This is an optimization exercise on Yosys and OpenROAD, whose aim is a short achievable clock period and few clock cycles, not a production implementation.
Function was checked by simulation only, so behaviour that the tests miss may differ from the original.
Power figures rest on the tool's default switching activity, not on a simulated workload.

<file path="config.mk">
export PLATFORM = sky130hd
export DESIGN_NAME = mcpu
export DESIGN_NICKNAME = mcpu
export VERILOG_FILES = /design/flow/design.v
export SDC_FILE = /design/flow/constraint.sdc
export NUM_CORES = 4
export LEC_CHECK = 0
export CAP_MARGIN = 20
export CORE_MARGIN = 2
export CORE_UTILIZATION = 40
export SLEW_MARGIN = 20
</file>
<file path="constraint.sdc">
create_clock -name core_clock -period 10.5 [get_ports {CLK}]
set_input_delay 2.1000 -clock core_clock [delete_from_list [all_inputs] [get_ports {CLK}]]
set_output_delay 2.1000 -clock core_clock [all_outputs]
set_load 0.01 [all_outputs]
</file>
<file path="design.v">
module ffd #( parameter WIDTH = 32)
            ( input                  CLK, 
              input                  RESET,
              input                  EN,
              input      [WIDTH-1:0] D,
              output reg [WIDTH-1:0] Q );
always_ff @(posedge CLK)
  if (RESET)  Q <= 0;
  else if(EN) Q <= D;
endmodule
module mux2 #(parameter WIDTH = 32)
             ( input             S,
               input [WIDTH-1:0] D0,
               input [WIDTH-1:0] D1,
               output[WIDTH-1:0] Y);
assign Y = S ? D1 : D0;
endmodule
module mux4 #(parameter WIDTH = 32)
             ( input [1:0] S,
               input [WIDTH-1:0] D0, D1, D2, D3,
               output[WIDTH-1:0] Y);
assign Y = S[1] ? (S[0] ? D3 : D2)
                : (S[0] ? D1 : D0);
endmodule
module mux8 #(parameter WIDTH = 32)
             ( input [2:0]       S,
               input [WIDTH-1:0] D0, D1, D2, D3, D4, D5, D6, D7,
               output[WIDTH-1:0] Y);
assign Y = S[2] ? (S[1] ? (S[0] ? D7 : D6) :
                          (S[0] ? D5 : D4)):
                  (S[1] ? (S[0] ? D3 : D2) :
                          (S[0] ? D1 : D0));
endmodule
module signext( input  [15:0] a,
                output [31:0] y );
assign y = {{16{a[15]}}, a};
endmodule
module immed_extend( input      [1:0] sel,
                     input      [15:0] immed,
                     output reg [31:0] immed_extend );
always@(*)
  case(sel)
  2'b00:   immed_extend = {{16{immed[15]}}, immed};  
  2'b01:   immed_extend = {16'd0, immed};        
  2'b10:   immed_extend = 32'd0;                 
  default: immed_extend = {immed, 16'd0};        
  endcase
endmodule
module sl2 (input  [31:0] a,
            output [31:0] y );
assign y = {a[29:00], 2'b00};
endmodule
module sync (  input  CLK,
               input  IN,
               output OUT );
reg [1:0] v;
always_ff @(posedge CLK)
  v <= {v[0], IN};
assign OUT = v[1];
endmodule
module edetect (  input  CLK,
                  input  IN,
                  output POS,
                  output NEG );
reg [1:0] v;
always@(posedge CLK)
  v <= {v[0], IN};
assign POS = v[0] & (~v[1]); 
assign NEG = v[1] & (~v[0]); 
endmodule
module hystheresis (  input  CLK,
                      input  RESET,
                      input  IN,
                      output OUT );
reg [3:0] sr;
reg       val;
always_ff @(posedge CLK)
  if(RESET)
    begin
    sr <= 4'd0;
    val <= 1'b0;
    end
  else
    begin
    sr <= {sr[2:0], IN};
    if     (sr == '1)       val <= 1'b1;
    else if(sr == '0)       val <= 1'b0;
    else                    val <= val;
    end
assign OUT = val;
endmodule
module counter #(parameter SIZE = 8) (  input             CLK,
                                        input             RESET,
                                        input             EN,
                                        output [SIZE-1:0] OUT );
logic [SIZE-1:0] cnt;
always_ff@ (posedge CLK)
  if(RESET)
    cnt <= '0;
  else if(EN) cnt <= cnt + 1'b1;
assign OUT = cnt;
endmodule
module shift_reg_lf #(parameter SIZE = 8) ( input             CLK,
                                            input             RESET,
                                            input             IN,
                                            input             EN,
                                            output [SIZE-1:0] OUT );
logic [SIZE-1:0] sreg;
always_ff@ (posedge CLK)
  if(RESET)   sreg <= '0;
  else if(EN) sreg <= {IN, sreg[SIZE-1:1]}; 
assign OUT = sreg;
endmodule
module alu( input   [7:0] ctrl,
            input  [31:0] A, 
            input  [31:0] B,
            input   [4:0] SH,
            output [31:0] Y );
wire AE_bit = ctrl[7] ? A[31] : 1'b0;
wire BE_bit = ctrl[7] ? B[31] : 1'b0;
wire [32:0] op_A = {AE_bit, A};
wire [32:0] op_B = {BE_bit, B};
wire Cin = ctrl[3];  
wire [32:0] op_BN = Cin ? ~op_B : op_B;  
wire [32:0] Sum = op_A + op_BN + Cin;
wire [4:0] shamt; 
mux2 #(5) shift_in_mux( .S (ctrl[6]),
                        .D0(SH),
                        .D1(A[4:0]),
                        .Y (shamt));
wire[31:0] sh_out;
shifter shifter_unit( .S(ctrl[5:4]),
                      .N(  shamt  ),
                      .A(    B    ),
                      .Y(  sh_out ) );
wire [31:0] Zero_extend = {31'b0, Sum[32]};
mux8 out_mux( .S (  ctrl[2:0]      ),
              .D0(  A & B          ),
              .D1(  A | B          ),
              .D2(  A ^ B          ),
              .D3(~(A | B)         ),
              .D4(  Sum[31:0]      ),
              .D5(  0              ),  
              .D6(  sh_out         ), 
              .D7(  Zero_extend    ),
              .Y (  Y              ) );
endmodule
module shifter( input         [1:0] S,
                input         [4:0] N,
                input signed [31:0] A,
                output       [31:0] Y );
assign Y = S[1] ? (S[0] ? A >>> N : A <<< N) :
                  (S[0] ?  A >> N : A << N);
endmodule
module controller ( input   [5:0] OPCODE,        
                    input   [5:0] FCODE,         
                    input   [4:0] RS,            
                    input   [4:0] RT,            
                    output        WRITE_REG,     
                    output        WRITE_MEM,     
                    output        MEM_PARTIAL,   
                    output  [1:0] MEM_OPTYPE,    
                    output        ALUORMEM_WR,   
                    output        MULTIPLY,      
                    output        BRANCH_E,      
                    output        BRANCH_NE,     
                    output        BRANCH_LEZ,    
                    output        BRANCH_LTZ,    
                    output        BRANCH_GEZ,    
                    output        BRANCH_GTZ,    
                    output        JUMP,          
                    output        JUMP_R,        
                    output        NOT_IMPLTD,    
                    output        ALU_SRC_B,     
                    output  [7:0] ALU_OP,        
                    output  [1:0] REG_DST,       
                    output  [1:0] IMMED_EXT,
                    output  [1:0] MFCOP_SEL );   
parameter OP_RT    = 6'b000000;  
parameter OP_LW    = 6'b100011;
parameter OP_LH    = 6'b100001;
parameter OP_LHU   = 6'b100101;
parameter OP_LB    = 6'b100000;
parameter OP_LBU   = 6'b100100;
parameter OP_SW    = 6'b101011;
parameter OP_SH    = 6'b101001;
parameter OP_SB    = 6'b101000;
parameter OP_ADDI  = 6'b001000;
parameter OP_ADDIU = 6'b001001;
parameter OP_ANDI  = 6'b001100;
parameter OP_ORI   = 6'b001101;
parameter OP_XORI  = 6'b001110;
parameter OP_LUI   = 6'b001111;
parameter OP_BRT   = 6'b000001;  
parameter OP_BEQ   = 6'b000100;  
parameter OP_BNE   = 6'b000101;  
parameter OP_BLEZ  = 6'b000110;  
parameter OP_BGTZ  = 6'b000111;  
parameter OP_J     = 6'b000010;
parameter OP_JAL   = 6'b000011;
parameter OP_SLTI  = 6'b001010;
parameter OP_SLTIU = 6'b001011;
parameter OP_COP0  = 6'b010000;
logic  [30:0] controls;
assign { WRITE_REG, 
         WRITE_MEM,
         MEM_PARTIAL,
         MEM_OPTYPE,
         ALUORMEM_WR,  
         MULTIPLY,
         REG_DST,      
         MFCOP_SEL,    
         BRANCH_E,
         BRANCH_NE,
         BRANCH_LEZ,
         BRANCH_LTZ,
         BRANCH_GEZ,
         BRANCH_GTZ,
         JUMP,
         JUMP_R,
         NOT_IMPLTD,
         ALU_SRC_B,  
         IMMED_EXT,
         ALU_OP } = controls;
always_comb
  case(OPCODE)              
    OP_RT:
      case(FCODE)              
      6'b100000: controls = 31'b1_0000_00_01_00_000000_000_0_00_10000100;  
      6'b100001: controls = 31'b1_0000_00_01_00_000000_000_0_00_10000100;  
      6'b100010: controls = 31'b1_0000_00_01_00_000000_000_0_00_10001100;  
      6'b100011: controls = 31'b1_0000_00_01_00_000000_000_0_00_10001100;  
      6'b100100: controls = 31'b1_0000_00_01_00_000000_000_0_00_00000000;  
      6'b100101: controls = 31'b1_0000_00_01_00_000000_000_0_00_00000001;  
      6'b100110: controls = 31'b1_0000_00_01_00_000000_000_0_00_00000010;  
      6'b100111: controls = 31'b1_0000_00_01_00_000000_000_0_00_00000011;  
      6'b101010: controls = 31'b1_0000_00_01_00_000000_000_0_00_10001111;  
      6'b101011: controls = 31'b1_0000_00_01_00_000000_000_0_00_00001111;  
      6'b000000: controls = 31'b1_0000_00_01_00_000000_000_0_00_00000110;  
      6'b000010: controls = 31'b1_0000_00_01_00_000000_000_0_00_00010110;  
      6'b000011: controls = 31'b1_0000_00_01_00_000000_000_0_00_00110110;  
      6'b000100: controls = 31'b1_0000_00_01_00_000000_000_0_00_01000110;  
      6'b000110: controls = 31'b1_0000_00_01_00_000000_000_0_00_01010110;  
      6'b000111: controls = 31'b1_0000_00_01_00_000000_000_0_00_01110110;  
      6'b001000: controls = 31'b0_0000_00_01_00_000000_010_0_00_00000100;  
      6'b001001: controls = 31'b1_0000_00_01_00_000000_010_0_00_00000100;  
      6'b010000: controls = 31'b1_0000_00_01_01_000000_000_0_00_00000000;  
      6'b010010: controls = 31'b1_0000_00_01_10_000000_000_0_00_00000000;  
      6'b011000: controls = 31'b0_0000_01_01_00_000000_000_0_00_10000000;  
      6'b011001: controls = 31'b0_0000_01_01_00_000000_000_0_00_00000000;  
      default:   controls = 31'b0_0000_00_00_00_000000_001_0_00_00000000;  
      endcase
    OP_LW:    controls = 31'b1_0000_10_00_00_000000_000_1_00_00000100;
    OP_LH:    controls = 31'b1_0111_10_00_00_000000_000_1_00_00000100; 
    OP_LHU:   controls = 31'b1_0101_10_00_00_000000_000_1_00_00000100; 
    OP_LB:    controls = 31'b1_0110_10_00_00_000000_000_1_00_00000100; 
    OP_LBU:   controls = 31'b1_0100_10_00_00_000000_000_1_00_00000100; 
    OP_SW:    controls = 31'b0_1000_00_00_00_000000_000_1_00_00000100;
    OP_SH:    controls = 31'b0_1101_00_00_00_000000_000_1_00_00000100;
    OP_SB:    controls = 31'b0_1100_00_00_00_000000_000_1_00_00000100;
    OP_ADDI:  controls = 31'b1_0000_00_00_00_000000_000_1_00_10000100;
    OP_ADDIU: controls = 31'b1_0000_00_00_00_000000_000_1_00_00000100;
    OP_ANDI:  controls = 31'b1_0000_00_00_00_000000_000_1_01_00000000;
    OP_ORI:   controls = 31'b1_0000_00_00_00_000000_000_1_01_00000001;
    OP_XORI:  controls = 31'b1_0000_00_00_00_000000_000_1_01_00000010;
    OP_SLTI:  controls = 31'b1_0000_00_00_00_000000_000_1_00_10001111;
    OP_SLTIU: controls = 31'b1_0000_00_00_00_000000_000_1_01_00001111;
    OP_LUI:   controls = 31'b1_0000_00_00_00_000000_000_1_11_00000100; 
    OP_BEQ:   controls = 31'b0_0000_00_00_00_100000_000_0_00_00001100; 
    OP_BNE:   controls = 31'b0_0000_00_00_00_010000_000_0_00_00001100;
    OP_BLEZ:  controls = 31'b0_0000_00_00_00_001000_000_0_00_00000100;  
    OP_BGTZ:  controls = 31'b0_0000_00_00_00_000001_000_0_00_00000100;
    OP_BRT:
      case(RT)                
      5'b00000: controls = 31'b0_0000_00_11_00_000100_000_0_00_00000100; 
      5'b10000: controls = 31'b1_0000_00_11_00_000100_000_0_00_00000100; 
      5'b00001: controls = 31'b0_0000_00_11_00_000010_000_0_00_00000100; 
      5'b10001: controls = 31'b1_0000_00_11_00_000010_000_0_00_00000100; 
      default:  controls = 31'b0_0000_00_00_00_000000_001_0_00_00000000; 
      endcase
    OP_COP0:
      case(RS)                
      5'b00000: controls = 31'b1_0000_00_00_11_000000_000_0_00_00000000; 
      default:  controls = 31'b0_0000_00_00_00_000000_001_0_00_00000000; 
      endcase
    OP_J:     controls = 31'b0_0000_00_11_00_000000_100_0_00_00000100;
    OP_JAL:   controls = 31'b1_0000_00_11_00_000000_100_0_00_00000100;
    default:  controls = 31'b0_0000_00_00_00_000000_001_0_00_00000000;  
  endcase
endmodule
module coprocessor0 ( input         CLK,
                      input         RESET,
                      input  [31:0] DEC_STAGE_ADDR,
                      input         DEC_STAGE_EXCP,
                      input         DELAY_SLOT,
                      input  [31:0] EXE_STAGE_ADDR,
                      input         EXE_STAGE_EXCP,
                      input  [31:0] MEM_STAGE_ADDR,
                      input         MEM_STAGE_EXCP,
                      input   [4:0] CP0_REG_SELECT, 
                      output [31:0] CP0_REG_OUT,
                      output [31:0] EXCP_VECTOR );
wire exception_occured = DEC_STAGE_EXCP | EXE_STAGE_EXCP | MEM_STAGE_EXCP;
wire [31:0] excp_epc  = MEM_STAGE_EXCP ? MEM_STAGE_ADDR :
                        EXE_STAGE_EXCP ? EXE_STAGE_ADDR :
                        DEC_STAGE_EXCP ? DEC_STAGE_ADDR : 32'h00000000;                  
wire [31:0] excp_cause = {DELAY_SLOT, 28'd0, MEM_STAGE_EXCP, EXE_STAGE_EXCP, DEC_STAGE_EXCP};
wire [31:0] cause_q, epc_q;
ffd #(32) cause_reg(CLK, RESET, exception_occured, excp_cause, cause_q); 
ffd #(32) epc_reg  (CLK, RESET, exception_occured, excp_epc,   epc_q);
assign CP0_REG_OUT = (CP0_REG_SELECT == 5'd13) ? cause_q :
                     (CP0_REG_SELECT == 5'd14) ? epc_q   : 32'hECECECEC;  
assign EXCP_VECTOR = 32'h0000DEAD;  
endmodule
module store_reorder( input  [ 1:0] LO_ADDR,
                      input  [31:0] DATA_IN,
                      input         PARTIAL,
                      input  [ 1:0] OP_TYPE,
                      output [ 3:0] BYTE_EN,
                      output [31:0] DATA_OUT );
logic [35:0] out;
always_comb
  if(PARTIAL)
    begin
    if(OP_TYPE[0])  
      begin
      if(LO_ADDR[1])  out = {4'b0011, 16'd0, DATA_IN[15:0]};  
      else            out = {4'b1100, DATA_IN[15:0], 16'd0};
      end
    else            
      begin
      case(LO_ADDR)
        2'd0:  out = {4'b1000, DATA_IN[7:0], 24'd0};
        2'd1:  out = {4'b0100, 8'd0,  DATA_IN[7:0], 16'd0};
        2'd2:  out = {4'b0010, 16'd0, DATA_IN[7:0], 8'd0};
      default: out = {4'b0001, 24'd0, DATA_IN[7:0]};
      endcase
      end
    end
  else out = {4'b1111, DATA_IN};
assign BYTE_EN  = out[35:32];
assign DATA_OUT = out[31:0];
endmodule
module load_reorder(  input  [ 1:0] LO_ADDR,
                      input  [31:0] DATA_IN,
                      input         PARTIAL,
                      input  [ 1:0] OP_TYPE,
                      output [31:0] DATA_OUT );
logic [31:0] out;
always_comb
  if(PARTIAL)
    case(OP_TYPE)
    2'b01:    begin  
                if(LO_ADDR[1])  out = {16'd0, DATA_IN[15:00]};  
                else            out = {16'd0, DATA_IN[31:16]};
              end
    2'b00:    begin  
                case(LO_ADDR)
                2'd0:           out = {24'd0, DATA_IN[31:24]};
                2'd1:           out = {24'd0, DATA_IN[23:16]};
                2'd2:           out = {24'd0, DATA_IN[15:08]};
                default:        out = {24'd0, DATA_IN[07:00]};
                endcase
              end
    2'b11:    begin  
                if(LO_ADDR[1])  out = {{16{DATA_IN[15]}}, DATA_IN[15:00]};  
                else            out = {{16{DATA_IN[31]}}, DATA_IN[31:16]};
              end
    default:  begin  
                case(LO_ADDR)
                2'd0:           out = {{24{DATA_IN[31]}}, DATA_IN[31:24]};
                2'd1:           out = {{24{DATA_IN[23]}}, DATA_IN[23:16]};
                2'd2:           out = {{24{DATA_IN[15]}}, DATA_IN[15:08]};
                default:        out = {{24{DATA_IN[07]}}, DATA_IN[07:00]};
                endcase
              end
    endcase
  else out = DATA_IN;
assign DATA_OUT = out;
endmodule
module regfile(   input           CLK,
                  input   [4:0]   RD_ADDR_1, 
                  input   [4:0]   RD_ADDR_2, 
                  input   [4:0]   WR_ADDR_3,
                  input   [31:0]  W_DATA,
                  input           WE,
                  output  [31:0]  R_DATA_1,
                  output  [31:0]  R_DATA_2);
logic [31:0] rf[31:0];
logic [31:0] rd1, rd2, rd_reg1, rd_reg2;
always_ff@ (posedge CLK)
   begin
   if(WE) rf[WR_ADDR_3] <= W_DATA;
   end
assign rd_reg1 = rf[RD_ADDR_1];
assign rd_reg2 = rf[RD_ADDR_2];
always_comb
  begin
  if(WE)
    begin
      if      (RD_ADDR_1 == 0)          rd1 = 0;
      else if (RD_ADDR_1 == WR_ADDR_3)  rd1 = W_DATA;
      else                              rd1 = rd_reg1;
    end
  else
    begin
      if      (RD_ADDR_1 == 0)          rd1 = 0;
      else                              rd1 = rd_reg1;
    end
  end
always_comb
  begin
  if(WE)
    begin
      if      (RD_ADDR_2 == 0)          rd2 = 0;
      else if (RD_ADDR_2 == WR_ADDR_3)  rd2 = W_DATA;
      else                              rd2 = rd_reg2;
    end
  else
    begin
      if      (RD_ADDR_2 == 0)          rd2 = 0;
      else                              rd2 = rd_reg2;
    end
  end
assign R_DATA_1 = rd1;
assign R_DATA_2 = rd2;
endmodule
module datapath ( input CLK,
                  input RESET,
                  input        WRITE_REG,     
                  input        WRITE_MEM,     
                  input        ALUORMEM_WR,   
                  input        MEM_PARTIAL,   
                  input  [1:0] MEM_OPTYPE,    
                  input        MULTIPLY,      
                  input        BRANCH_E,      
                  input        BRANCH_NE,     
                  input        BRANCH_LEZ,    
                  input        BRANCH_LTZ,    
                  input        BRANCH_GEZ,    
                  input        BRANCH_GTZ,    
                  input        JUMP,          
                  input        JUMP_R,        
                  input        NOT_IMPLTD,    
                  input        ALU_SRC_B,     
                  input  [7:0] ALU_OP,        
                  input  [1:0] REG_DST,       
                  input  [1:0] IMMED_EXT,     
                  input  [1:0] MFCOP_SEL,     
                  output [5:0] OPCODE,        
                  output [5:0] FCODE,         
                  output [4:0] RS,            
                  output [4:0] RT,            
                  output [31:0] DEC_STAGE_ADDR,
                  output        DEC_STAGE_EXCP,
                  output        DELAY_SLOT,   
                  output [31:0] EXE_STAGE_ADDR,
                  output        EXE_STAGE_EXCP,
                  output [31:0] MEM_STAGE_ADDR,
                  output        MEM_STAGE_EXCP,
                  output  [4:0] CP0_REG_SELECT, 
                  input  [31:0] CP0_REG_OUT,
                  input  [31:0] EXCP_VECTOR,
                  output [29:0] inst_mem_addr,
                  input  [31:0] inst_mem_data,
                  output        data_mem_we,
                  output [ 3:0] data_mem_be,
                  output [29:0] data_mem_addr,
                  output [31:0] data_mem_wdata,
                  input  [31:0] data_mem_rdata );
wire [31:0] branch_target, jump_target, jumpr_target, next_pc_reg, pc, pc_plus_4;
wire [31:0] inst_d, pc_plus_4_d, rd1, rd2, regfile_wdata, immed_extend_d, immed_extend_sl2_d,
            rd1_fwd, rd2_fwd;
wire  [4:0] reg_dst_addr_w, rs_d, rt_d;
wire        link_d, do_branch, stall, lw_stall, br_stall;
wire [31:0] pc_plus_4_e, immed_extend_e, src_a_e, src_b_e, 
            src_a_fwd_e, src_b_fwd_e, src_a, src_b, hi_e,
            lo_e, aluout_e, aluout_mux_e;
wire  [7:0] alu_op_e;
wire  [4:0] reg_dst_addr_e, rs_e, rt_e, rd_e, shamt_e;
wire  [1:0] reg_dst_e, mfcop_sel_e, mem_optype_e;
wire        write_reg_e, write_mem_e, aluormem_e, multiply_e, 
            alu_src_b_e, link_e, mem_partial_e,
            br_inst_e;
wire [31:0] aluout_m, src_b_m, mem_reordered_m;
wire  [4:0] reg_dst_addr_m;
wire  [1:0] mem_optype_m;
wire        write_reg_m, write_mem_m, aluormem_m, mem_partial_m;
wire [31:0] aluout_w, mem_reordered_w;
wire        write_reg_w, aluormem_w;
assign pc_plus_4 = pc + 4;
assign stall = lw_stall | br_stall;
assign inst_mem_addr = pc[31:2];
wire [2:0] next_pc_select = NOT_IMPLTD ? 3'b100 :
                            JUMP       ? 3'b011 :
                            JUMP_R     ? 3'b010 :
                            do_branch  ? 3'b001 :
                                         3'b000 ;
mux8  pc_src_mux( next_pc_select,
                  pc_plus_4,         
                  branch_target,     
                  jumpr_target,      
                  jump_target,       
                  32'h00000100,      
                  32'h00000100,
                  32'h00000100,
                  32'h00000100,
                  next_pc_reg );
ffd   pc_reg(CLK, RESET, ~stall | NOT_IMPLTD, next_pc_reg, pc );
ffd #(64) pipe_reg_D(CLK, RESET | NOT_IMPLTD, ~stall, 
                              {  inst_mem_data, 
                                 pc_plus_4 }, 
                              {  inst_d, 
                                 pc_plus_4_d }); 
assign OPCODE = inst_d[31:26];
assign FCODE  = inst_d [5:0];
assign RS     = inst_d[25:21];
assign RT     = inst_d[20:16];
assign rs_d = RS;
assign rt_d = RT;
assign DEC_STAGE_ADDR = pc_plus_4_d;
assign DEC_STAGE_EXCP = NOT_IMPLTD;
regfile rf_unit(.CLK        (CLK            ), 
                .WE         (write_reg_w    ), 
                .RD_ADDR_1  (rs_d           ),   
                .RD_ADDR_2  (rt_d           ),   
                .WR_ADDR_3  (reg_dst_addr_w ),   
                .W_DATA     (regfile_wdata  ),   
                .R_DATA_1   (rd1            ),   
                .R_DATA_2   (rd2            ));  
immed_extend immed_ext_unit(IMMED_EXT, inst_d[15:0], immed_extend_d);
sl2 shl2_unit(immed_extend_d, immed_extend_sl2_d);
wire fwd_br_a = (rs_d != 0) && (rs_d == reg_dst_addr_m) && write_reg_m;
wire fwd_br_b = (rt_d != 0) && (rt_d == reg_dst_addr_m) && write_reg_m;
mux2 fwd_br_a_mux(fwd_br_a, rd1,             
                            aluout_m,        
                            rd1_fwd );
mux2 fwd_br_b_mux(fwd_br_b, rd2,             
                            aluout_m,        
                            rd2_fwd );
wire br_inst =  BRANCH_E   | BRANCH_NE  | BRANCH_LEZ |
                BRANCH_LTZ | BRANCH_GEZ | BRANCH_GTZ |
                JUMP | JUMP_R;
assign br_stall =  ((rs_d != 0) | (rt_d != 0)) & br_inst &
                  ((write_reg_e & ((reg_dst_addr_e == rs_d)    |    
                                   (reg_dst_addr_e == rt_d) )) |
                   (aluormem_m  & ((reg_dst_addr_m == rs_d)    |     
                                   (reg_dst_addr_m == rt_d) )));
assign branch_target = immed_extend_sl2_d + pc_plus_4_d;
assign jump_target   = {pc_plus_4_d[31:28], inst_d[25:0], 2'b00};
assign jumpr_target  = rd1_fwd; 
wire regs_equal = (rd1_fwd == rd2_fwd);
wire reg_zero   = (rd1_fwd == 0);
assign do_branch = ( (BRANCH_E   &  regs_equal)    |
                     (BRANCH_NE  & ~regs_equal)    |
                     (BRANCH_LEZ & ( rd1_fwd[31]   |  reg_zero)) |   
                     (BRANCH_LTZ &   rd1_fwd[31] ) |   
                     (BRANCH_GEZ &  ~rd1_fwd[31] ) |   
                     (BRANCH_GTZ & (~rd1_fwd[31] & ~reg_zero)) );  
assign link_d = JUMP | JUMP_R | BRANCH_GEZ | BRANCH_LTZ;
ffd #(170) pipe_reg_E(CLK, RESET | stall, 1'b1,
                  {  WRITE_REG,          
                     WRITE_MEM,          
                     MEM_PARTIAL,        
                     MEM_OPTYPE,         
                     ALUORMEM_WR,        
                     MULTIPLY,           
                     link_d,             
                     br_inst,            
                     ALU_SRC_B,          
                     ALU_OP,             
                     REG_DST,            
                     MFCOP_SEL,          
                     rd1,                
                     rd2,                
                     rs_d,               
                     rt_d,               
                     inst_d[15:11],      
                     inst_d[10:06],      
                     immed_extend_d,     
                     pc_plus_4_d  },     
                  {  write_reg_e,        
                     write_mem_e,        
                     mem_partial_e,      
                     mem_optype_e,       
                     aluormem_e,         
                     multiply_e,         
                     link_e,             
                     br_inst_e,          
                     alu_src_b_e,        
                     alu_op_e,           
                     reg_dst_e,          
                     mfcop_sel_e,        
                     src_a_e,
                     src_b_e,
                     rs_e,
                     rt_e,
                     rd_e,
                     shamt_e,
                     immed_extend_e, 
                     pc_plus_4_e  }); 
assign EXE_STAGE_ADDR = pc_plus_4_e;
assign EXE_STAGE_EXCP = 1'b0;
assign CP0_REG_SELECT = rd_e;
assign DELAY_SLOT = br_inst_e;
mux4 #(5) regfile_wr_addr_mux( reg_dst_e, 
                               rt_e, 
                               rd_e,
                               5'd31,  
                               5'd31,  
                               reg_dst_addr_e);
wire [1:0] fwd_a = ((rs_e != 0) && (rs_e == reg_dst_addr_m) && write_reg_m) ? 2'b10 :
                   ((rs_e != 0) && (rs_e == reg_dst_addr_w) && write_reg_w) ? 2'b01 :
                                                                              2'b00;
wire [1:0] fwd_b = ((rt_e != 0) && (rt_e == reg_dst_addr_m) && write_reg_m) ? 2'b10 :
                   ((rt_e != 0) && (rt_e == reg_dst_addr_w) && write_reg_w) ? 2'b01 :
                                                                              2'b00;
assign lw_stall = aluormem_e & ((rs_d == rt_e) | 
                                (rt_d == rt_e) );
mux4 fwd_src_a(fwd_a, src_a_e,         
                      regfile_wdata,   
                      aluout_m,        
                      src_a_e,         
                      src_a_fwd_e );
mux4 fwd_src_b(fwd_b, src_b_e,         
                      regfile_wdata,   
                      aluout_m,        
                      src_b_e,         
                      src_b_fwd_e );
mux2 alu_src_a_mux( link_e,
                    src_a_fwd_e,
                    pc_plus_4_e,
                    src_a );
mux4 alu_src_b_mux( {link_e, alu_src_b_e}, 
                    src_b_fwd_e,     
                    immed_extend_e,  
                    32'd4,           
                    32'd4,           
                    src_b );
alu alu(alu_op_e, src_a, src_b, shamt_e, aluout_e);
wire [63:0] product_e = src_a_fwd_e * src_b_fwd_e;
ffd #( 64) hi_lo_reg(CLK, RESET, multiply_e, product_e, {hi_e, lo_e});
mux4 aluout_mux(  mfcop_sel_e,
                  aluout_e,
                  hi_e,            
                  lo_e,            
                  CP0_REG_OUT,     
                  aluout_mux_e ); 
ffd #( 75) pipe_reg_M(CLK, RESET, 1'b1,
                  {  write_reg_e,        
                     write_mem_e,        
                     mem_partial_e,      
                     mem_optype_e,       
                     aluormem_e,         
                     aluout_mux_e,       
                     src_b_fwd_e,        
                     reg_dst_addr_e },   
                  {  write_reg_m,
                     write_mem_m,
                     mem_partial_m,         
                     mem_optype_m,
                     aluormem_m,
                     aluout_m,
                     src_b_m,
                     reg_dst_addr_m });
assign data_mem_we = write_mem_m;
assign data_mem_addr = aluout_m[31:2];
assign MEM_STAGE_ADDR = 32'hEEEE8888;
assign MEM_STAGE_EXCP = 1'b0;
store_reorder st_reorder_unit( .LO_ADDR ( aluout_m[1:0]  ),
                               .DATA_IN ( src_b_m        ),
                               .PARTIAL ( mem_partial_m  ),
                               .OP_TYPE ( mem_optype_m   ),
                               .BYTE_EN ( data_mem_be    ),
                               .DATA_OUT( data_mem_wdata ));
load_reorder ld_reorder_unit( .LO_ADDR ( aluout_m[1:0]  ),
                              .DATA_IN ( data_mem_rdata ),
                              .PARTIAL ( mem_partial_m  ),
                              .OP_TYPE ( mem_optype_m   ),
                              .DATA_OUT( mem_reordered_m)); 
ffd #( 71) pipe_reg_W(CLK, RESET, 1'b1,
                  {  write_reg_m,         
                     aluormem_m,          
                     aluout_m,            
                     mem_reordered_m,     
                     reg_dst_addr_m},     
                  {  write_reg_w,         
                     aluormem_w,          
                     aluout_w,            
                     mem_reordered_w,     
                     reg_dst_addr_w} );   
mux2 regfile_wr_data_mux( aluormem_w, 
                          aluout_w,         
                          mem_reordered_w,  
                          regfile_wdata);
endmodule
module mcpu(  input CLK,
              input RESET,
              output [29:0] INST_ADDR,
              input  [31:0] INST_RD,
              output        DATA_WE,
              output [3:0]  DATA_BE,
              output [29:0] DATA_ADDR,
              output [31:0] DATA_WD,
              input  [31:0] DATA_RD );
wire  WRITE_REG, WRITE_MEM, ALUORMEM_WR, MULTIPLY, 
      ALU_SRC_B, BRANCH_E, BRANCH_NE, JUMP, JUMP_R,
      BRANCH_LEZ, BRANCH_LTZ, BRANCH_GEZ, BRANCH_GTZ,
      MEM_PARTIAL, NOT_IMPLTD, DEC_STAGE_EXCP, 
      EXE_STAGE_EXCP, MEM_STAGE_EXCP, DELAY_SLOT;
wire [1:0] IMMED_EXT, REG_DST, MFCOP_SEL, MEM_OPTYPE;     
wire [7:0] ALU_OP;
wire [5:0] OPCODE;
wire [5:0] FCODE;
wire [4:0] RT, RS, CP0_REG_SELECT;
wire [31:0] DEC_STAGE_ADDR, EXE_STAGE_ADDR, MEM_STAGE_ADDR, 
            CP0_REG_OUT, EXCP_VECTOR;
controller the_controller ( .OPCODE     (OPCODE     ),   
                            .FCODE      (FCODE      ),   
                            .RS         (RS         ),   
                            .RT         (RT         ),   
                            .WRITE_REG  (WRITE_REG  ),   
                            .WRITE_MEM  (WRITE_MEM  ),   
                            .MEM_PARTIAL(MEM_PARTIAL),   
                            .MEM_OPTYPE (MEM_OPTYPE ),   
                            .ALUORMEM_WR(ALUORMEM_WR),   
                            .MULTIPLY   (MULTIPLY   ),   
                            .BRANCH_E   (BRANCH_E   ),   
                            .BRANCH_NE  (BRANCH_NE  ),   
                            .BRANCH_LEZ (BRANCH_LEZ ),   
                            .BRANCH_LTZ (BRANCH_LTZ ),   
                            .BRANCH_GEZ (BRANCH_GEZ ),   
                            .BRANCH_GTZ (BRANCH_GTZ ),   
                            .JUMP       (JUMP       ),   
                            .JUMP_R     (JUMP_R     ),   
                            .NOT_IMPLTD (NOT_IMPLTD ),   
                            .ALU_SRC_B  (ALU_SRC_B  ),   
                            .ALU_OP     (ALU_OP     ),   
                            .REG_DST    (REG_DST    ),   
                            .IMMED_EXT  (IMMED_EXT  ),   
                            .MFCOP_SEL  (MFCOP_SEL  ));  
datapath the_datapath (     .CLK            (CLK        ),
                            .RESET          (RESET      ),
                            .OPCODE         (OPCODE     ),  
                            .FCODE          (FCODE      ),  
                            .RS             (RS         ),  
                            .RT             (RT         ),  
                            .WRITE_REG      (WRITE_REG  ),  
                            .WRITE_MEM      (WRITE_MEM  ),  
                            .MEM_PARTIAL    (MEM_PARTIAL),  
                            .MEM_OPTYPE     (MEM_OPTYPE ),  
                            .ALUORMEM_WR    (ALUORMEM_WR),  
                            .MULTIPLY       (MULTIPLY   ),  
                            .BRANCH_E       (BRANCH_E   ),  
                            .BRANCH_NE      (BRANCH_NE  ),  
                            .BRANCH_LEZ     (BRANCH_LEZ ),  
                            .BRANCH_LTZ     (BRANCH_LTZ ),  
                            .BRANCH_GEZ     (BRANCH_GEZ ),  
                            .BRANCH_GTZ     (BRANCH_GTZ ),  
                            .JUMP           (JUMP       ),  
                            .JUMP_R         (JUMP_R     ),  
                            .NOT_IMPLTD     (NOT_IMPLTD ),   
                            .ALU_SRC_B      (ALU_SRC_B  ),  
                            .ALU_OP         (ALU_OP     ),  
                            .REG_DST        (REG_DST    ),  
                            .IMMED_EXT      (IMMED_EXT  ),  
                            .MFCOP_SEL      (MFCOP_SEL  ),  
                            .DEC_STAGE_ADDR ( DEC_STAGE_ADDR ),
                            .DEC_STAGE_EXCP ( DEC_STAGE_EXCP ),
                            .DELAY_SLOT     ( DELAY_SLOT     ),
                            .EXE_STAGE_ADDR ( EXE_STAGE_ADDR ),
                            .EXE_STAGE_EXCP ( EXE_STAGE_EXCP ),
                            .MEM_STAGE_ADDR ( MEM_STAGE_ADDR ),
                            .MEM_STAGE_EXCP ( MEM_STAGE_EXCP ),
                            .CP0_REG_SELECT ( CP0_REG_SELECT ), 
                            .CP0_REG_OUT    ( CP0_REG_OUT    ),
                            .EXCP_VECTOR    ( EXCP_VECTOR    ),        
                            .inst_mem_addr  (INST_ADDR),
                            .inst_mem_data  (INST_RD  ),
                            .data_mem_we    (DATA_WE  ),
                            .data_mem_be    (DATA_BE  ),
                            .data_mem_addr  (DATA_ADDR),
                            .data_mem_wdata (DATA_WD  ),
                            .data_mem_rdata (DATA_RD  ) );
 coprocessor0 cop0( .CLK            ( CLK            ),
                    .RESET          ( RESET          ),
                    .DEC_STAGE_ADDR ( DEC_STAGE_ADDR ),
                    .DEC_STAGE_EXCP ( DEC_STAGE_EXCP ),
                    .DELAY_SLOT     ( DELAY_SLOT     ),
                    .EXE_STAGE_ADDR ( EXE_STAGE_ADDR ),
                    .EXE_STAGE_EXCP ( EXE_STAGE_EXCP ),
                    .MEM_STAGE_ADDR ( MEM_STAGE_ADDR ),
                    .MEM_STAGE_EXCP ( MEM_STAGE_EXCP ),
                    .CP0_REG_SELECT ( CP0_REG_SELECT ),
                    .CP0_REG_OUT    ( CP0_REG_OUT    ),
                    .EXCP_VECTOR    ( EXCP_VECTOR    ) );           
endmodule
</file>
<file path="run.sh">
#!/bin/bash
# synth_recipe.tcl (not shown) runs the flow's synth.tcl, then flattens the netlist and writes it again
# the make line also repeats each setting of config.mk as NAME=value (left out here)
make -C /OpenROAD-flow-scripts/flow DESIGN_CONFIG=/design/flow/config.mk WORK_HOME=/design/flow/orfs CLKGATE_MAP_FILE= SYNTH_SCRIPT=/design/flow/synth_recipe.tcl finish
</file>
==> results.txt <==
P_leak around 52 nW; gp weighted congestion 1.060; DR vias 94760; Synth Register Bits between 1500 and 2000; Pre-antenna DRT Iters 7; Synth Cell Area approximately 120000 sq um; # hold bufs at CTS 0; placed cells 14930; cell area after layout 130900 sq um; Min-Delay Path Depth 1; Routed WL per cell about 35 microns; Critical Path RT 11.21 ns; final core utilization between 40% and 50%; detailed placement HPWL 392300 microns; slowest stage delay, CP between 0.7 and 0.8 ns; Main synth FF type edfxtp_1; Overflow after GRT 0; Fmax 0.09717 GHz; Post-Layout Cell Count approximately 15000; Post-synth EDFFs slightly above 1000; R2R setup slack 0.21 ns; Worst IR Drop VDD around 470 uV; maximum level of the CTS H-tree 4; Iteration-0 DRC Markers 12950; num rows 196; Core Box Area between 200000 and 300000 sq um; Relative slew margins 8.862%; hold_sp the_datapath.pipe_reg_E.Q[168]$_SDFF_PP0_; Ys Warns 11; Cell Pwr Density 339.1 nW/um^2; Net Count, Synth 12450; Distinct cells, synth 118; Tightest Hold Check Type reg2reg; area leader, netlist edfxtp_1; setup_tns 0 ns; RR Endpoint the_datapath.hi_lo_reg.Q[60]$_SDFFE_PP0P_; Final Hold Viols 0; most common library cells after synthesis 1243 x nor2_1, 1024 x edfxtp_1, 1015 x inv_1; async set-reset flop share out of synthesis 0%; reg2reg start the_datapath.pipe_reg_E.Q[74]$_SDFF_PP0_; Root Buffer clkbuf_16; Clock Skew about 0.13 ns; Mapped Avg Cell Area just over 10 sq um; most frequent cell after synthesis nor2_1; first-pass GRT wire length 733400 microns; minimum clock period 10.29 ns; die extent in x 540.5 microns; Layout area overhead 13.71%; Setup crit end kind register; worst r2r path cells 36; Fillers 26340; status no timing/DRC/antenna violations; final setup violation count 0; Worst EP arrival about 11 ns; Area after DPL 124500 sq um; fin nets around 13000; number of global-route vias before repair approximately 94000; Reg clk slew, reported paths 0.06 ns; top cells by area, synth edfxtp_1 27%, fa_1 16%, dfxtp_1 9.3%; Max-Cap Viols 0; Initial Util 40.30%; Crit Path Category reg2reg; Worst Hold Endpoint the_datapath.pipe_reg_M.Q[73]$_SDFF_PP0_; clk latency of the worst-skew pair 0.95 ns; Die Y 540.5 microns; share of post-route cells with drive strength above 1 13.08%; crit path launch type register; crit path max-delay cell type fa_1; I/O Buffers 162; post-synthesis sequential area ratio 36.01%; die area roughly 290000 sq um; Slew Limit Fails 0; Slew @ Worst Pin between 1 and 1.5 ns; I/O pin total 163; Yosys top cell area share 26.71%; pin count of the biggest net entering global routing between 100 and 150; fin crit share 98.01%; Tot Pwr 44.40 mW; maximum fanout along the worst path 8; Total GRT Usage 35.62%; initial antenna violation count roughly 40; Cells after Synth 11090; CTS tree built; Sink Count ~1600; clk buf depth 4; drt drc 0; vias per cell 6.181; CTS Buf Count 175; final WL ~530000 microns; Antenna Violating Nets Remaining 0
[layout by cell type (no fill, tap or decap), types with 24 or more instances in the layout]
cell / netlist / layout
buf_4: 146 / 684
o21ai_0: 318 / 277
a211oi_1: 99 / 97
nor4_1: 42 / 41
fa_1: 898 / 893
xnor2_1: 201 / 201
a21o_1: 94 / 94
nor2_4: 0 / 38
nand3_1: 181 / 181
and3_1: 77 / 77
inv_1: 1015 / 1011
mux4_2: 172 / 172
clkbuf_16: 0 / 178
diode_2: 0 / 61
mux2_2: 65 / 65
o21a_1: 59 / 53
dfxtp_1: 535 / 520
o211ai_1: 78 / 78
edfxtp_1: 1024 / 1024
clkbuf_1: 462 / 33
a31oi_1: 67 / 64
a221oi_1: 27 / 26
nor2b_1: 106 / 100
o21ai_1: 27 / 50
nor2_1: 1243 / 1199
nor3_1: 121 / 118
clkinv_1: 3 / 25
a22oi_1: 219 / 218
ha_1: 388 / 387
xor2_1: 76 / 76
a41oi_1: 26 / 24
nand4_1: 55 / 55
mux2i_1: 967 / 962
a21oi_1: 335 / 326
and2_1: 116 / 110
nand2_1: 906 / 905
clkdlybuf4s50_1: 0 / 161
buf_12: 2 / 66
o22ai_1: 187 / 187
nand2b_1: 85 / 85
[sequential cells by signal, summed over array words and instances, names as in the netlist, named ones only]
name	count
cop0.cause_reg.Q	2
cop0.epc_reg.Q	32
the_datapath.hi_lo_reg.Q	64
the_datapath.pc_reg.Q	32
the_datapath.pipe_reg_D.Q	64
the_datapath.pipe_reg_E.Q	170
the_datapath.pipe_reg_M.Q	75
the_datapath.pipe_reg_W.Q	71
the_datapath.rf_unit.rf	1024
[worst max-delay path: cells and delay by family (launching register included)]
family	cells	cell delay, ns
compound gates	10	1.62
xor+xnor	1	0.16
fa+ha+maj	9	4.50
buf+inv	7	1.30
flops	1	0.33
simple gates	9	2.18
[through the flow]
stage	worst slack, ns	hold WS (ns)
floorplan	0.4288	0.4138
global placement	-0.1808	0.4364
detailed placement	-0.1666	0.4515
CTS	0.02890	0.4232
global route	-0.04742	0.4498
finish	0.2089	0.4382
[worst max path at each step]
| stage | slack (ns) | endpoint | from | cells after the start |
|---|---|---|---|---|
| 3_5_place_dp | -0.17 | the_datapath.hi_lo_reg.Q[60]$_SDFFE_PP0P_ | the_datapath.pipe_reg_W.Q[3]$_SDFF_PP0_ | 32 |
| 4_1_cts | 0.03 | the_datapath.hi_lo_reg.Q[59]$_SDFFE_PP0P_ | the_datapath.pipe_reg_E.Q[80]$_SDFF_PP0_ | 38 |
| 3_3_place_gp | -0.18 | the_datapath.hi_lo_reg.Q[60]$_SDFFE_PP0P_ | the_datapath.pipe_reg_E.Q[80]$_SDFF_PP0_ | 39 |
| 6_report | 0.21 | the_datapath.hi_lo_reg.Q[60]$_SDFFE_PP0P_ | the_datapath.pipe_reg_E.Q[74]$_SDFF_PP0_ | 36 |
| 2_1_floorplan | 0.43 | the_datapath.hi_lo_reg.Q[60]$_SDFFE_PP0P_ | the_datapath.pipe_reg_M.Q[3]$_SDFF_PP0_ | 38 |
| 5_1_grt | -0.05 | the_datapath.hi_lo_reg.Q[60]$_SDFFE_PP0P_ | the_datapath.pipe_reg_M.Q[1]$_SDFF_PP0_ | 34 |
[logic make-up (layout without fill, tap and decap cells)]
logic type | Yosys count | after routing | synth area share [%]
AO/OA/AOI/OAI | 1838 | 1838 | 10.77
XOR/XNOR | 277 | 277 | 2.107
adder cells (fa/ha/maj) | 1287 | 1287 | 19.84
buffers and inverters | 1852 | 2265 | 6.860
flip-flops | 1559 | 1559 | 36.01
multiplexers | 1207 | 1207 | 12.46
other | 0 | 61 | 0
AND/OR/NAND/NOR | 3074 | 3075 | 11.95
[layout make-up]
cell class                 instances  area (sq um)  area share [%]
antenna                           61         152.6          0.1166
clock buffer                     223          4737           3.618
clock inverter                    95          1185          0.9050
inverter                        1023          3840           2.933
multi-input combinational       7684         66570           50.84
sequential                      1559         41500           31.69
tap                             3762          4707           3.595
timing repair buffer             924          8244           6.297
[power by group]
part           switching, mW  leakage [nW]  internal (mW)
clock network           2.70          2.86           3.73
registers              0.977          13.8           7.24
logic                   18.8          35.5           10.9
[what timing repair did]
action | in CTS | in global routing
pin swaps | 4 | 18
endpoints found under the setup margin | 9 | 18
gates resized for setup | 12 | 58
setup buffers | 6 | 7
cloned | 1 | 0
[routing by layer]
metal | vias up | track usage (%) | part of all wire [%]
met5 | - | 0 | 0.013
met4 | 12 | 26.61 | 9.3
met3 | 1617 | 8.267 | 10
met2 | 6088 | 54.30 | 43
met1 | 47830 | 44.01 | 37
li1 | 39210 | - | -
Testbench counts, summed over its fixed seeds: cycles 274,921.

-- port drivers added, routing unchanged --
In the flow no input, the clock included, has a driving cell. The finished layout below was timed again as built, in two steps.
Step 1 sets driving cells, clkbuf_16 on the clock port and buf_2 on the other inputs (assumed; they add their load-dependent delay and slew).
Step 2 times the ports against the registers' clock, not the clock port: input delays grow and output delays shrink by t, the midpoint of the rising clock arrivals with the driver on.
a / b / c = ideal ports / drivers / drivers and shift; a / b = the first two.
t (ns): 0.980
slack for setup (ns): 0.209 / 0.209 / 0.209
worst setup path after step 2: register to register
After both steps setup and hold are still met in this run. The setup slack of this run moves by 0.000 ns with the drivers and by 0.000 ns with both steps.
